From an optimization exercise on the open Yosys and OpenROAD flow, aimed at small area; shortcuts taken in it are not production practice.
RTL that was checked went through simulation tests only; none was proved equivalent to the original.
Power figures rest on the tool's default switching activity, not on a simulated workload.

## job 101
==> flow/design.v <==
module fb_vin_path (
    input  logic         rstn_i,
    input  logic         vin_clk_i,
    input  logic         vin_hsync_i,
    input  logic         vin_vsync_i,
    input  logic         vin_de_i,
    input  logic         vin_ce_i,
    input  logic [7:0]   vin_r_i,
    input  logic [7:0]   vin_g_i,
    input  logic [7:0]   vin_b_i,
    input  logic [9:0]   vin_width_i,
    input  logic [8:0]   vin_height_i,
    output logic         pack_wr_o,
    output logic [127:0] pack_data_o,
    output logic [9:0]   vin_buf_start_pixel_o,
    output logic [9:0]   vin_buf_start_word_o,
    output logic [8:0]   vin_buf_line_o,
    output logic         vin_buf_data_ready_o,
    output logic         vin_buf_data_flush_o,
    output logic [9:0]   vin_line_length_o,
    output logic [1:0]   vin_frame_slot_o
);
logic       hs1, vs1;
logic [5:0] pos;         
logic       bz;          
logic [8:0] line;        
wire hs_rise  = vin_hsync_i & ~hs1;
wire vs_rise  = vin_vsync_i & ~vs1;
wire acc      = vin_de_i & vin_ce_i;
wire pos_nz   = |pos;
wire burst    = acc & (pos == 6'd47);
wire fl_next  = hs_rise & pos_nz;
wire evt      = burst | fl_next;
wire [9:0] swc = bz ? 10'd0 : vin_buf_start_word_o + 10'd9;
wire [9:0] sw_next = evt ? swc : vin_buf_start_word_o;
logic [9:0] len9;
assign vin_line_length_o = len9 + 10'd9;
wire line_inc  = hs_rise & (pos_nz | (~bz & (vin_buf_start_word_o[5:0] != 6'd55)));
wire [5:0] sw6 = vin_buf_start_word_o[5:0];
wire [5:0] spo = sw6 + {sw6[4:0], 1'b0} + {sw6[2:0], 3'b000} + {sw6[0], 5'b00000};
assign vin_buf_start_pixel_o = {spo, 4'b0000};
always_ff @(posedge vin_clk_i or negedge rstn_i) begin
    if (!rstn_i) begin
        hs1 <= 1'b0;
        vs1 <= 1'b0;
        pos <= '0;
        bz <= 1'b1;
        line <= '0;
        vin_buf_start_word_o <= '0;
        vin_buf_line_o <= '0;
        vin_buf_data_ready_o <= 1'b0;
        vin_buf_data_flush_o <= 1'b0;
        len9 <= 10'h3f7;
        vin_frame_slot_o <= '0;
    end else begin
        hs1 <= vin_hsync_i;
        vs1 <= vin_vsync_i;
        vin_buf_data_ready_o <= burst;
        vin_buf_data_flush_o <= fl_next;
        if (hs_rise)
            pos <= '0;
        else if (acc)
            pos <= (pos == 6'd47) ? 6'd0 : pos + 6'd1;
        if (hs_rise)
            bz <= 1'b1;
        else if (burst)
            bz <= 1'b0;
        vin_buf_start_word_o <= sw_next;
        if (evt) begin
            vin_buf_line_o <= line;
        end
        if (vs_rise)
            line <= '0;
        else if (line_inc)
            line <= line + 9'd1;
        if (line_inc)
            len9 <= sw_next;
        if (vs_rise && (line == vin_height_i))
            vin_frame_slot_o <= (vin_frame_slot_o == 2'd3) ? 2'd1 : vin_frame_slot_o + 2'd1;
    end
end
logic        pw;         
logic [23:0] pix;        
logic [3:0]  align;      
logic        ovf;        
logic [15:0] ovf_data;   
logic        clr;        
wire flush_go = vin_buf_data_flush_o & (align != 4'd0);
logic [2:0] rsel;
always_comb begin
    case (align)
        4'd0, 4'd3, 4'd6, 4'd9, 4'd12, 4'd15: rsel = 3'b001;
        4'd1, 4'd4, 4'd7, 4'd10, 4'd13:       rsel = 3'b010;
        default:                              rsel = 3'b100;
    endcase
    rsel = rsel & {3{~clr}};
end
wire [23:0] lane = ({24{rsel[0]}} & pix)
                 | ({24{rsel[1]}} & {pix[15:0], pix[23:16]})
                 | ({24{rsel[2]}} & {pix[7:0], pix[23:8]});
always_ff @(posedge vin_clk_i or negedge rstn_i) begin
    if (!rstn_i) begin
        pw <= 1'b0;
        align <= '0;
        ovf <= 1'b0;
        pack_wr_o <= 1'b0;
        clr <= 1'b1;
    end else begin
        pw <= acc;
        align <= flush_go ? 4'd0 : (pw ? align + 4'd3 : align);
        ovf <= pw & (align > 4'd13);
        pack_wr_o <= (pw & (align >= 4'd13)) | flush_go;
        clr <= 1'b0;
    end
end
always_ff @(posedge vin_clk_i) begin
    pix <= {vin_r_i, vin_g_i, vin_b_i};
    ovf_data <= lane[23:8];
end
wire [3:0]  pos_lo = 4'b0001 << align[1:0];
wire [3:0]  pos_hi = (4'b0001 << align[3:2]) & {4{pw}};
wire [15:0] wpos;
genvar j;
generate
    for (j = 0; j < 16; j = j + 1) begin : g_pos
        assign wpos[j] = pos_lo[j % 4] & pos_hi[j / 4];
    end
    for (j = 0; j < 16; j = j + 1) begin : g_byte
        wire we = clr | wpos[j] | ((j >= 1) ? wpos[(j + 15) % 16] : 1'b0) | ((j >= 2) ? wpos[(j + 14) % 16] : 1'b0);
        if (j < 2) begin : g_wrap
            wire cp = ovf & (align > j);
            always_ff @(posedge vin_clk_i) begin
                if (cp)
                    pack_data_o[j*8 +: 8] <= ovf_data[j*8 +: 8];
                else if (we)
                    pack_data_o[j*8 +: 8] <= lane[(j%3)*8 +: 8];
            end
        end else begin : g_plain
            always_ff @(posedge vin_clk_i) begin
                if (we)
                    pack_data_o[j*8 +: 8] <= lane[(j%3)*8 +: 8];
            end
        end
    end
endgenerate
endmodule
export LEC_CHECK = 0
export ABC_AREA = 1
export CAP_MARGIN = 20
export CORE_MARGIN = 2
export CORE_UTILIZATION = 60
export PLACE_DENSITY = 0.75
export SLEW_MARGIN = 20
create_clock -name core_clock -period 8.0 [get_ports {vin_clk_i}]
standard.sh (not shown) runs the stock make flow with config.mk's settings and CLKGATE_MAP_FILE= SYNTH_SCRIPT=/design/flow/synth_recipe.tcl, a recipe that flattens the netlist after the stock synthesis.
==> flow/flow/run.sh <==
#!/bin/bash
# The standard layout (standard.sh) with three changes:
#  - synthesis is synth_recipe.tcl unchanged except that ABC maps the logic
#    with flow/abc_area_map.script (area-oriented amap) instead of ORFS's
#    abc_area.script; registers are mapped before ABC, so they are the same;
#  - the port buffers use the smallest buffer cell;
#  - clock tree synthesis uses clkbuf_8 leaf buffers on clusters of up to
#    15 registers, without dummy loads.
# All of ORFS's output goes to standard.log in this folder.
set -o pipefail
HERE=$(pwd)
{
  head -n 1 synth_recipe.tcl
  cat <<'EOT'
proc abc {args} {
  set i [lsearch $args -script]
  if {$i >= 0} { set args [lreplace $args [expr {$i + 1}] [expr {$i + 1}] $::env(FLOW_ABC_SCRIPT)] }
  yosys abc {*}$args
}
EOT
  tail -n +2 synth_recipe.tcl
} > flow_synth.tcl
sed "s#SYNTH_SCRIPT=[^ ]*#SYNTH_SCRIPT=$HERE/flow_synth.tcl#" standard.sh > flow_standard.sh
export FLOW_ABC_SCRIPT="$HERE/flow/abc_area_map.script"
export BUFFER_PORTS_ARGS="-buffer_cell sky130_fd_sc_hd__buf_1"
export CTS_ARGS="-sink_clustering_enable -repair_clock_nets -dont_use_dummy_load -buf_list {sky130_fd_sc_hd__clkbuf_8} -sink_clustering_size 15 -sink_clustering_max_diameter 60"
bash flow_standard.sh > standard.log 2>&1
==> flow/flow/abc_area_map.script <==
strash
dc2
dch -f
amap -m
topo
Job 101 completed; timing, DRC and antenna clean
Inputs modified between job 101 and job 102:
--- a/flow/design.v
+++ b/flow/design.v
@@ -79,15 +79,15 @@
             vin_frame_slot_o <= (vin_frame_slot_o == 2'd3) ? 2'd1 : vin_frame_slot_o + 2'd1;
     end
 end
 logic        pw;         
 logic [23:0] pix;        
 logic [3:0]  align;      
-logic        ovf;        
 logic [15:0] ovf_data;   
 logic        clr;        
+wire ovf = pack_wr_o & (align[3:2] == 2'b00) & (align[1] ^ align[0]);
 wire flush_go = vin_buf_data_flush_o & (align != 4'd0);
 logic [2:0] rsel;
 always_comb begin
     case (align)
         4'd0, 4'd3, 4'd6, 4'd9, 4'd12, 4'd15: rsel = 3'b001;
         4'd1, 4'd4, 4'd7, 4'd10, 4'd13:       rsel = 3'b010;
@@ -99,19 +99,17 @@
                  | ({24{rsel[1]}} & {pix[15:0], pix[23:16]})
                  | ({24{rsel[2]}} & {pix[7:0], pix[23:8]});
 always_ff @(posedge vin_clk_i or negedge rstn_i) begin
     if (!rstn_i) begin
         pw <= 1'b0;
         align <= '0;
-        ovf <= 1'b0;
         pack_wr_o <= 1'b0;
         clr <= 1'b1;
     end else begin
         pw <= acc;
         align <= flush_go ? 4'd0 : (pw ? align + 4'd3 : align);
-        ovf <= pw & (align > 4'd13);
         pack_wr_o <= (pw & (align >= 4'd13)) | flush_go;
         clr <= 1'b0;
     end
 end
 always_ff @(posedge vin_clk_i) begin
     pix <= {vin_r_i, vin_g_i, vin_b_i};
==> summary.txt <==
Looking at job 102 and job 101, the count of mapped cells out of synthesis is a wash.
Re transition time of the tightest slew-check pin: job 102 and job 101 aren't equal, and the lower value belongs to job 101.
Half-perimeter wire length after placement is lower on job 102
Changes observed in job 102 relative to job 101: total number of placement rows lower, core utilization higher, summed area of non-filler cells in the final layout roughly the same, fmax higher, number of design-rule violations left by the first detailed-router iteration lower.
Total power delta (job 102 -> job 101): insignificant
~same fraction of area in non-clock buffers in job 102 and job 101
Diff job 101 -> job 102 | area of the mapped netlist | decrease of about 0.35%
| die outline width | job 102 vs job 101 | ≈ equal |
Final critical delay including setup and external delays: job 102 vs job 101 down 160 ps
Job 102 carries fewer flip-flops than job 101.
The RTL of job 101 was laid out without a check of its function.

port drivers added, routing unchanged:
The results above use ideal ports. As a check the final layouts listed here were re-extracted and re-timed, cells and wires unchanged.
Step 1 (the two cells are an assumption about what drives the block):
set clk [get_ports {vin_clk_i}]
set_driving_cell -lib_cell sky130_fd_sc_hd__clkbuf_16 $clk
set_driving_cell -lib_cell sky130_fd_sc_hd__buf_2 [delete_from_list [all_inputs] $clk]
Step 2 moves the port delays by t, midway between the first and last clock arrival at a register: inputs arrive t later, outputs are due t later. That takes back most of the time a late clock gives input paths.
Three values: ideal, step 1, step 2; two values: the first two.
run | t, ns | setup slack, ns | latest minus earliest clock arrival (ns) | worst slew at a driven data input, ns | cell pins on the clock port's net
job 101 | 0.530 | 3.179 / 3.143 / 3.673 | 0.024 / 0.024 | 0.07 | 1
job 102 | 0.516 | 3.342 / 3.303 / 3.807 | 0.031 / 0.031 | 0.06 | 1
After both steps every run listed still meets setup and hold.
